This is an optimization exercise on Yosys and OpenROAD, whose aim is small area, not a production implementation.
Where RTL was checked, it was by simulation tests only, not by an equivalence proof against the original.
No driver is modelled on the clock port, so clock power and skew are understated where the tree is cut down; a real chip needs a root buffer or a tree.
Power figures rest on the tool's default switching activity, not on a simulated workload.

==> module top_logic_n_packs, before the edit <==
module top_logic_n_packs(
	input we,
	output led0,
	input led1,
	output reg led2,
	output reg led3,
	input reset,
	input tx_clk,
	input txinit_done,
	output [31:0] tx_data,
	output tx_k
);
localparam [1:0] F0 = 2'b00, FS2 = 2'b01, FP = 2'b11, FD = 2'b10;
reg [1:0] fsm;
reg [13:0] cq;        
wire [13:0] cnt = cq ^ 14'h2aaa;
reg [6:0] r;          
reg sync0, sync1;     
reg st, al;           
wire f7 = r[5] ^ r[6];
wire f9 = r[4] ^ r[6];
wire f12 = r[5] ^ r[0];
wire f13 = r[4] ^ r[1];
wire f83 = r[3] ^ r[1];
wire f96 = r[4] ^ r[0];
wire f4 = f12 ^ f83;
wire f6 = f12 ^ f13;
wire f10 = r[2] ^ f96;
wire f14 = f7 ^ f13;
wire f15 = r[5] ^ f13;
wire f16 = f7 ^ r[1];
wire f19 = f7 ^ r[3];
wire f23 = f9 ^ r[3];
wire f26 = r[2] ^ f83;
wire f31 = r[5] ^ f96;
wire f68 = r[0] ^ f83;
wire f0 = f6 ^ f7;
wire f3 = f9 ^ f10;
wire f5 = f10 ^ f83;
wire f11 = f4 ^ f10;
wire f17 = f10 ^ f16;
wire f18 = f4 ^ f16;
wire f20 = f13 ^ f19;
wire f22 = f4 ^ f96;
wire f24 = f4 ^ r[2];
wire f25 = f16 ^ r[2];
wire f28 = f14 ^ f26;
wire f30 = r[4] ^ f26;
wire f69 = f26 ^ r[0];
wire f70 = f14 ^ r[2];
wire f71 = f4 ^ f7;
wire f82 = f4 ^ f9;
wire f103 = r[5] ^ f23;
wire f27 = f3 ^ f31;
wire f29 = f0 ^ f10;
wire f72 = f5 ^ r[6];
wire f75 = f7 ^ f30;
wire f97 = f3 ^ r[1];
wire f116 = r[5] ^ f3;
wire [31:0] o = {f31, f30, f29, f28, f27, f26, f25, f24, f23, f22, r[3], f20, f19, f18, f17, f16, f15, f14, f13, f12, f11, f10, f9, r[6], f7, f6, f5, f4, f3, r[4], r[5], f0};   
wire [19:0] crc;
assign crc[0] = ~f19;
assign crc[1] = ~f83;
assign crc[2] = ~f116;
assign crc[3] = ~f71;
assign crc[4] = ~f97;
assign crc[5] = ~r[2];
assign crc[6] = f96;
assign crc[7] = f24;
assign crc[8] = ~f75;
assign crc[9] = r[0];
assign crc[10] = r[1];
assign crc[11] = ~f72;
assign crc[12] = f68;
assign crc[13] = ~f69;
assign crc[14] = f70;
assign crc[15] = ~f71;
assign crc[16] = ~f72;
assign crc[17] = f82;
assign crc[18] = ~f20;
assign crc[19] = f103;
wire in_s2 = (fsm == FS2);
wire post = (fsm == FP);
wire ph_s1 = post & ~cnt[0] & ~cnt[2];
wire ph_s2f = post & cnt[0] & cnt[2];
wire ph_s3 = post & cnt[1] & cnt[2];
wire ph_s4a = post & ~cnt[0] & ~cnt[1];
wire ph_s4b = post & cnt[0] & ~cnt[2];
wire term = cnt[0] & cnt[1] & cnt[2] & ~cnt[3] & cnt[4] & cnt[6] & cnt[7] & cnt[8] & cnt[10] & cnt[11] & cnt[12];   
wire first = r[0] & r[1] & ~r[4];   
wire last = ~r[0] & r[2];   
wire en = in_s2 | ph_s3 | (ph_s2f & first);
wire link = fsm[0];   
always @(posedge tx_clk) begin
	sync0 <= txinit_done;
	sync1 <= sync0;
	cq <= (((fsm == F0) | ph_s4b) ? 14'h2aaa : {cnt[12:0], cnt[13] ^ cnt[4] ^ cnt[2] ^ cnt[0]}) ^ 14'h2aaa;
	if (en) r <= {f103, f96, f97, f116, f30, r[3], f20};
	case (fsm)
		F0: if (we) fsm <= FP;
		FP: if (ph_s2f) fsm <= FS2; else if (ph_s4b & last) fsm <= FD;
		FS2: if (term) fsm <= FP;
		default: ;
	endcase
	if (sync1) st <= 1'b1;
	if (ph_s1 & (st | sync1)) al <= 1'b1;
	if (reset) begin
		fsm <= F0;
		r <= 7'd67;
		st <= 1'b0;
		al <= 1'b0;
	end
end
wire eop = al & ph_s4a;
wire sop = al & ph_s2f;
wire dat = al & (in_s2 | ph_s3);
wire idle = st & ~eop & ~sop & ~dat;
assign tx_k = st & ~dat;   
assign tx_data[31:28] = {4{dat}} & o[31:28];
assign tx_data[27:8] = ({20{eop}} & crc) | ({20{dat}} & o[27:8]);
assign tx_data[7:0] = ({8{eop}} & 8'hDC) | ({8{sop}} & 8'h3C) | ({8{idle}} & 8'hBC) | ({8{dat}} & o[7:0]);
assign led0 = txinit_done;
always @(*) begin
	led2 = link;
	led3 = we;
end
endmodule
Settings: LEC_CHECK=0, CAP_MARGIN=20, CORE_MARGIN=2, CORE_UTILIZATION=40, GPL_TIMING_DRIVEN=0, PLACE_DENSITY=0.6, SLEW_MARGIN=20; clock period 5.0 ns.
standard.sh (not shown) runs the stock make flow with config.mk's settings and CLKGATE_MAP_FILE= SYNTH_SCRIPT=/design/flow/synth_recipe.tcl, a recipe that flattens the netlist after the stock synthesis.
==> flow/flow/run.sh <==
#!/bin/bash
# Own layout flow: the standard flow (standard.sh) with these changes:
#  - synthesis maps the logic with ABC using an area-recovery script (flow/area.abc) instead of
#    the speed script, and without buffers on pass-through wires (SYNTH_INSBUF=0); everything
#    else in the synthesis script is the standard flow's (synth_recipe.tcl), so the registers are the same;
#    adders are left to ABC too (ADDER_MAP_FILE empty: no half-adder cells from extract_fa);
#  - every flip-flop then gets the instance name the standard synthesis gives it (flow/rename_ffs.py,
#    matched by the register net it drives), as Yosys numbers some of them;
#  - ports get small buffers (buf_1), and the clock is one buffer (flow/pre_cts.tcl).
# Logs: ref_synth.log (standard synthesis), standard.log (the make run), orfs/logs (each step).
set -euo pipefail
W=$PWD
# 1. the standard synthesis, for its register names
sed "s#WORK_HOME=[^ ]*#WORK_HOME=$W/ref_orfs#" standard.sh > ref_standard.sh
grep -q "WORK_HOME=$W/ref_orfs" ref_standard.sh
bash ref_standard.sh synth > ref_synth.log 2>&1
REF=$(ls $W/ref_orfs/results/*/top_logic_n_packs/base/1_2_yosys.v)
# 2. own synthesis
{
  echo "proc abc {args} {"
  echo "  set i [lsearch -exact \$args -script]"
  echo "  if {\$i >= 0} { lset args [expr {\$i + 1}] $W/flow/area.abc }"
  echo "  yosys abc {*}\$args"
  echo "}"
  cat synth_recipe.tcl
} > own_synth.tcl
sed "s#SYNTH_SCRIPT=[^ ]*#SYNTH_SCRIPT=$W/own_synth.tcl#" standard.sh > own_standard.sh
grep -q "SYNTH_SCRIPT=$W/own_synth.tcl" own_standard.sh
bash own_standard.sh SYNTH_INSBUF=0 ADDER_MAP_FILE= synth > standard.log 2>&1
RES=$(dirname $(ls $W/orfs/results/*/top_logic_n_packs/base/1_2_yosys.v))
python3 flow/rename_ffs.py $REF $RES/1_2_yosys.v $RES/1_2_yosys.renamed.v > rename.log 2>&1
mv $RES/1_2_yosys.renamed.v $RES/1_2_yosys.v
rm -f $RES/1_synth.odb $RES/1_synth.sdc
# 3. the rest of the flow
export BUFFER_PORTS_ARGS="-buffer_cell sky130_fd_sc_hd__buf_1"
export PRE_CTS_TCL=$W/flow/pre_cts.tcl
bash own_standard.sh SYNTH_INSBUF=0 ADDER_MAP_FILE= finish >> standard.log 2>&1
Other scripts of this flow, unchanged in this note and not shown: flow/flow/area.abc, flow/flow/pre_cts.tcl, flow/flow/rename_ffs.py
The baseline finished clean.
==> next run, changes <==
--- a/flow/design.v
+++ b/flow/design.v
@@ -78,26 +78,26 @@
 assign crc[16] = ~f72;
 assign crc[17] = f82;
 assign crc[18] = ~f20;
 assign crc[19] = f103;
 wire in_s2 = (fsm == FS2);
 wire post = (fsm == FP);
-wire ph_s1 = post & ~cnt[0] & ~cnt[2];
-wire ph_s2f = post & cnt[0] & cnt[2];
-wire ph_s3 = post & cnt[1] & cnt[2];
-wire ph_s4a = post & ~cnt[0] & ~cnt[1];
-wire ph_s4b = post & cnt[0] & ~cnt[2];
-wire term = cnt[0] & cnt[1] & cnt[2] & ~cnt[3] & cnt[4] & cnt[6] & cnt[7] & cnt[8] & cnt[10] & cnt[11] & cnt[12];   
+wire ph_s1 = post & ~cnt[2];
+wire ph_s2f = post & cnt[0] & ~cnt[1];
+wire ph_s3 = post & cnt[0] & cnt[1];
+wire ph_s4a = post & ~cnt[0] & cnt[1] & cnt[2];
+wire ph_s4b = post & ~cnt[0] & ~cnt[1];
+wire term = cnt[0] & cnt[1] & ~cnt[2] & ~cnt[3] & cnt[4] & ~cnt[5] & ~cnt[6] & ~cnt[8] & cnt[9] & ~cnt[10] & ~cnt[12] & cnt[13];   
 wire first = r[0] & r[1] & ~r[4];   
 wire last = ~r[0] & r[2];   
 wire en = in_s2 | ph_s3 | (ph_s2f & first);
 wire link = fsm[0];   
 always @(posedge tx_clk) begin
 	sync0 <= txinit_done;
 	sync1 <= sync0;
-	cq <= (((fsm == F0) | ph_s4b) ? 14'h2aaa : {cnt[12:0], cnt[13] ^ cnt[4] ^ cnt[2] ^ cnt[0]}) ^ 14'h2aaa;
+	cq <= (((fsm == F0) | ph_s4b) ? 14'h2aaa : {cnt[12:0], cnt[13] ^ cnt[12]}) ^ 14'h2aaa;
 	if (en) r <= {f103, f96, f97, f116, f30, r[3], f20};
 	case (fsm)
 		F0: if (we) fsm <= FP;
 		FP: if (ph_s2f) fsm <= FS2; else if (ph_s4b & last) fsm <= FD;
 		FS2: if (term) fsm <= FP;
 		default: ;
Wire length grows by 1.2%.
Via count increases by 0.90%.
Clock skew is about the same.
Maximum frequency fell by 2.3%.
Combinational power rises by 48%.
Power came out higher by 27%.
Worst setup slack is worse by 0.086 ns.
Synthesized cell count went up by 0.58%.
Design area hardly moves.
Area after synthesis went down by 0.35%.
Cell count rose by 0.39%.
Only the layout flow was run in the first run of this note; the RTL was not checked for function there. In every run of this note, the design's own scripts or RTL, not TritonCTS, make the clock network.

========
== red ==
The RTL this note starts from:
==> flow/design.v <==
module top_logic_n_packs(
	input we,
	output led0,
	input led1,
	output reg led2,
	output reg led3,
	input reset,
	input tx_clk,
	input txinit_done,
	output [31:0] tx_data,
	output tx_k
);
localparam [1:0] F0 = 2'b00, FS2 = 2'b01, FP = 2'b11, FD = 2'b10;
reg [1:0] fsm;
reg [13:0] cq;        
wire [13:0] cnt = cq ^ 14'h2aaa;
reg [6:0] r;          
reg sync0, sync1;     
reg st, al;           
wire f7 = r[5] ^ r[6];
wire f9 = r[4] ^ r[6];
wire f12 = r[5] ^ r[0];
wire f13 = r[4] ^ r[1];
wire f83 = r[3] ^ r[1];
wire f96 = r[4] ^ r[0];
wire f4 = f12 ^ f83;
wire f6 = f12 ^ f13;
wire f10 = r[2] ^ f96;
wire f14 = f7 ^ f13;
wire f15 = r[5] ^ f13;
wire f16 = f7 ^ r[1];
wire f19 = f7 ^ r[3];
wire f23 = f9 ^ r[3];
wire f26 = r[2] ^ f83;
wire f31 = r[5] ^ f96;
wire f68 = r[0] ^ f83;
wire f0 = f6 ^ f7;
wire f3 = f9 ^ f10;
wire f5 = f10 ^ f83;
wire f11 = f4 ^ f10;
wire f17 = f10 ^ f16;
wire f18 = f4 ^ f16;
wire f20 = f13 ^ f19;
wire f22 = f4 ^ f96;
wire f24 = f4 ^ r[2];
wire f25 = f16 ^ r[2];
wire f28 = f14 ^ f26;
wire f30 = r[4] ^ f26;
wire f69 = f26 ^ r[0];
wire f70 = f14 ^ r[2];
wire f71 = f4 ^ f7;
wire f82 = f4 ^ f9;
wire f103 = r[5] ^ f23;
wire f27 = f3 ^ f31;
wire f29 = f0 ^ f10;
wire f72 = f5 ^ r[6];
wire f75 = f7 ^ f30;
wire f97 = f3 ^ r[1];
wire f116 = r[5] ^ f3;
wire [31:0] o = {f31, f30, f29, f28, f27, f26, f25, f24, f23, f22, r[3], f20, f19, f18, f17, f16, f15, f14, f13, f12, f11, f10, f9, r[6], f7, f6, f5, f4, f3, r[4], r[5], f0};   
wire [19:0] crc;
assign crc[0] = ~f19;
assign crc[1] = ~f83;
assign crc[2] = ~f116;
assign crc[3] = ~f71;
assign crc[4] = ~f97;
assign crc[5] = ~r[2];
assign crc[6] = f96;
assign crc[7] = f24;
assign crc[8] = ~f75;
assign crc[9] = r[0];
assign crc[10] = r[1];
assign crc[11] = ~f72;
assign crc[12] = f68;
assign crc[13] = ~f69;
assign crc[14] = f70;
assign crc[15] = ~f71;
assign crc[16] = ~f72;
assign crc[17] = f82;
assign crc[18] = ~f20;
assign crc[19] = f103;
wire in_s2 = (fsm == FS2);
wire post = (fsm == FP);
wire ph_s1 = post & ~cnt[0] & ~cnt[6];
wire ph_s2f = post & ~cnt[1];
wire ph_s3 = post & cnt[0] & ~cnt[6];
wire ph_s4a = post & cnt[0] & cnt[1] & cnt[6];
wire ph_s4b = post & ~cnt[0] & cnt[6];
wire term = cnt[0] & cnt[1] & cnt[2] & cnt[3] & cnt[4] & ~cnt[5] & cnt[6] & cnt[7] & ~cnt[9] & cnt[10] & cnt[11] & ~cnt[12];   
wire first = r[0] & r[1] & ~r[4];   
wire last = ~r[0] & r[2];   
wire en = in_s2 | ph_s3 | (ph_s2f & first);
wire link = fsm[0];   
always @(posedge tx_clk) begin
	sync0 <= txinit_done;
	sync1 <= sync0;
	cq <= (((fsm == F0) | ph_s4b) ? 14'h2aaa : {cnt[12:0], cnt[13] ^ cnt[0]}) ^ 14'h2aaa;
	if (en) r <= {f103, f96, f97, f116, f30, r[3], f20};
	case (fsm)
		F0: if (we) fsm <= FP;
		FP: if (ph_s2f) fsm <= FS2; else if (ph_s4b & last) fsm <= FD;
		FS2: if (term) fsm <= FP;
		default: ;
	endcase
	if (sync1) st <= 1'b1;
	if (ph_s1 & (st | sync1)) al <= 1'b1;
	if (reset) begin
		fsm <= F0;
		r <= 7'd67;
		st <= 1'b0;
		al <= 1'b0;
	end
end
wire eop = al & ph_s4a;
wire sop = al & ph_s2f;
wire dat = al & (in_s2 | ph_s3);
wire idle = st & ~eop & ~sop & ~dat;
assign tx_k = st & ~dat;   
assign tx_data[31:28] = {4{dat}} & o[31:28];
assign tx_data[27:8] = ({20{eop}} & crc) | ({20{dat}} & o[27:8]);
assign tx_data[7:0] = ({8{eop}} & 8'hDC) | ({8{sop}} & 8'h3C) | ({8{idle}} & 8'hBC) | ({8{dat}} & o[7:0]);
assign led0 = txinit_done;
always @(*) begin
	led2 = link;
	led3 = we;
end
endmodule
Settings: LEC_CHECK=0, CAP_MARGIN=20, CORE_MARGIN=2, CORE_UTILIZATION=40, GPL_TIMING_DRIVEN=0, PLACE_DENSITY=0.6, SLEW_MARGIN=20; clock period 5.0 ns.
Scripts as last shown in full above: flow/flow/run.sh
Other scripts of this flow, unchanged in this note and not shown: flow/flow/area.abc, flow/flow/pre_cts.tcl, flow/flow/rename_ffs.py
Inputs modified between red and blue:
--- a/flow/design.v
+++ b/flow/design.v
@@ -78,26 +78,26 @@
 assign crc[16] = ~f72;
 assign crc[17] = f82;
 assign crc[18] = ~f20;
 assign crc[19] = f103;
 wire in_s2 = (fsm == FS2);
 wire post = (fsm == FP);
-wire ph_s1 = post & ~cnt[0] & ~cnt[6];
-wire ph_s2f = post & ~cnt[1];
-wire ph_s3 = post & cnt[0] & ~cnt[6];
-wire ph_s4a = post & cnt[0] & cnt[1] & cnt[6];
-wire ph_s4b = post & ~cnt[0] & cnt[6];
-wire term = cnt[0] & cnt[1] & cnt[2] & cnt[3] & cnt[4] & ~cnt[5] & cnt[6] & cnt[7] & ~cnt[9] & cnt[10] & cnt[11] & ~cnt[12];   
+wire ph_s1 = post & ~cnt[0] & ~cnt[2];
+wire ph_s2f = post & cnt[0] & cnt[2];
+wire ph_s3 = post & cnt[1] & cnt[2];
+wire ph_s4a = post & ~cnt[0] & ~cnt[1];
+wire ph_s4b = post & cnt[0] & ~cnt[2];
+wire term = cnt[0] & cnt[1] & cnt[2] & ~cnt[3] & cnt[4] & cnt[6] & cnt[7] & cnt[8] & cnt[10] & cnt[11] & cnt[12];   
 wire first = r[0] & r[1] & ~r[4];   
 wire last = ~r[0] & r[2];   
 wire en = in_s2 | ph_s3 | (ph_s2f & first);
-wire link = fsm[0];   
+wire link = post | in_s2;
 always @(posedge tx_clk) begin
 	sync0 <= txinit_done;
 	sync1 <= sync0;
-	cq <= (((fsm == F0) | ph_s4b) ? 14'h2aaa : {cnt[12:0], cnt[13] ^ cnt[0]}) ^ 14'h2aaa;
+	cq <= (((fsm == F0) | ph_s4b) ? 14'h2aaa : {cnt[12:0], cnt[13] ^ cnt[4] ^ cnt[2] ^ cnt[0]}) ^ 14'h2aaa;
 	if (en) r <= {f103, f96, f97, f116, f30, r[3], f20};
 	case (fsm)
 		F0: if (we) fsm <= FP;
 		FP: if (ph_s2f) fsm <= FS2; else if (ph_s4b & last) fsm <= FD;
 		FS2: if (term) fsm <= FP;
 		default: ;
### Flow results
- blue: PASS, flow complete, no timing, DRC or antenna violations
- Compared blue vs red, and total wire length after detailed routing is down in blue.
- From red to blue the numbers moved as follows: peak supply drop fell 28%; total of buffers placed on input and output ports held; synthesized-area fraction occupied by ao, oa, aoi and oai cells shows no meaningful change; number of antenna violations at the first check in global routing held steady.
- Leakage component of the power on blue is ahead of red.
- Looking at total global-route track usage, blue sits 0.36 points above red.
- Sort blue and red by final worst-path cycle share, descending, and red comes first.
- In blue relative to red, combinational power had gone down by more than a quarter.
For red, only the layout was checked, not whether the RTL still works. In every run of this note, the design's own scripts or RTL, not TritonCTS, make the clock network.

[static timing again, ports no longer ideal]
How much do the figures lean on ideal ports? The routed layouts below were timed once more, with nothing changed but the port constraints.
Step 1 assumes that a clkbuf_16 drives the clock port and a buf_2 every other input.
Step 2 also shifts input and output timing later by t, the mid clock arrival at the registers, as if the neighbouring blocks saw the same clock.
Slacks: ideal ports / drivers / drivers and shift; pairs: ideal ports / drivers.
| run | t (ns) | slack for setup (ns) | worst setup path after step 2 | clock arrival spread, ns |
|---|---|---|---|---|
| the first run of note 1 | 0.182 | 1.399 / 1.370 / 1.552 | register to output | 0.003 / 0.003 |
| the second run of note 1 | 0.183 | 1.313 / 1.284 / 1.467 | register to output | 0.005 / 0.004 |
| red | 0.190 | 1.340 / 1.311 / 1.501 | register to output | 0.003 / 0.003 |
| blue | 0.185 | 1.351 / 1.322 / 1.507 | register to output | 0.001 / 0.002 |
After both steps every run listed still meets setup and hold.
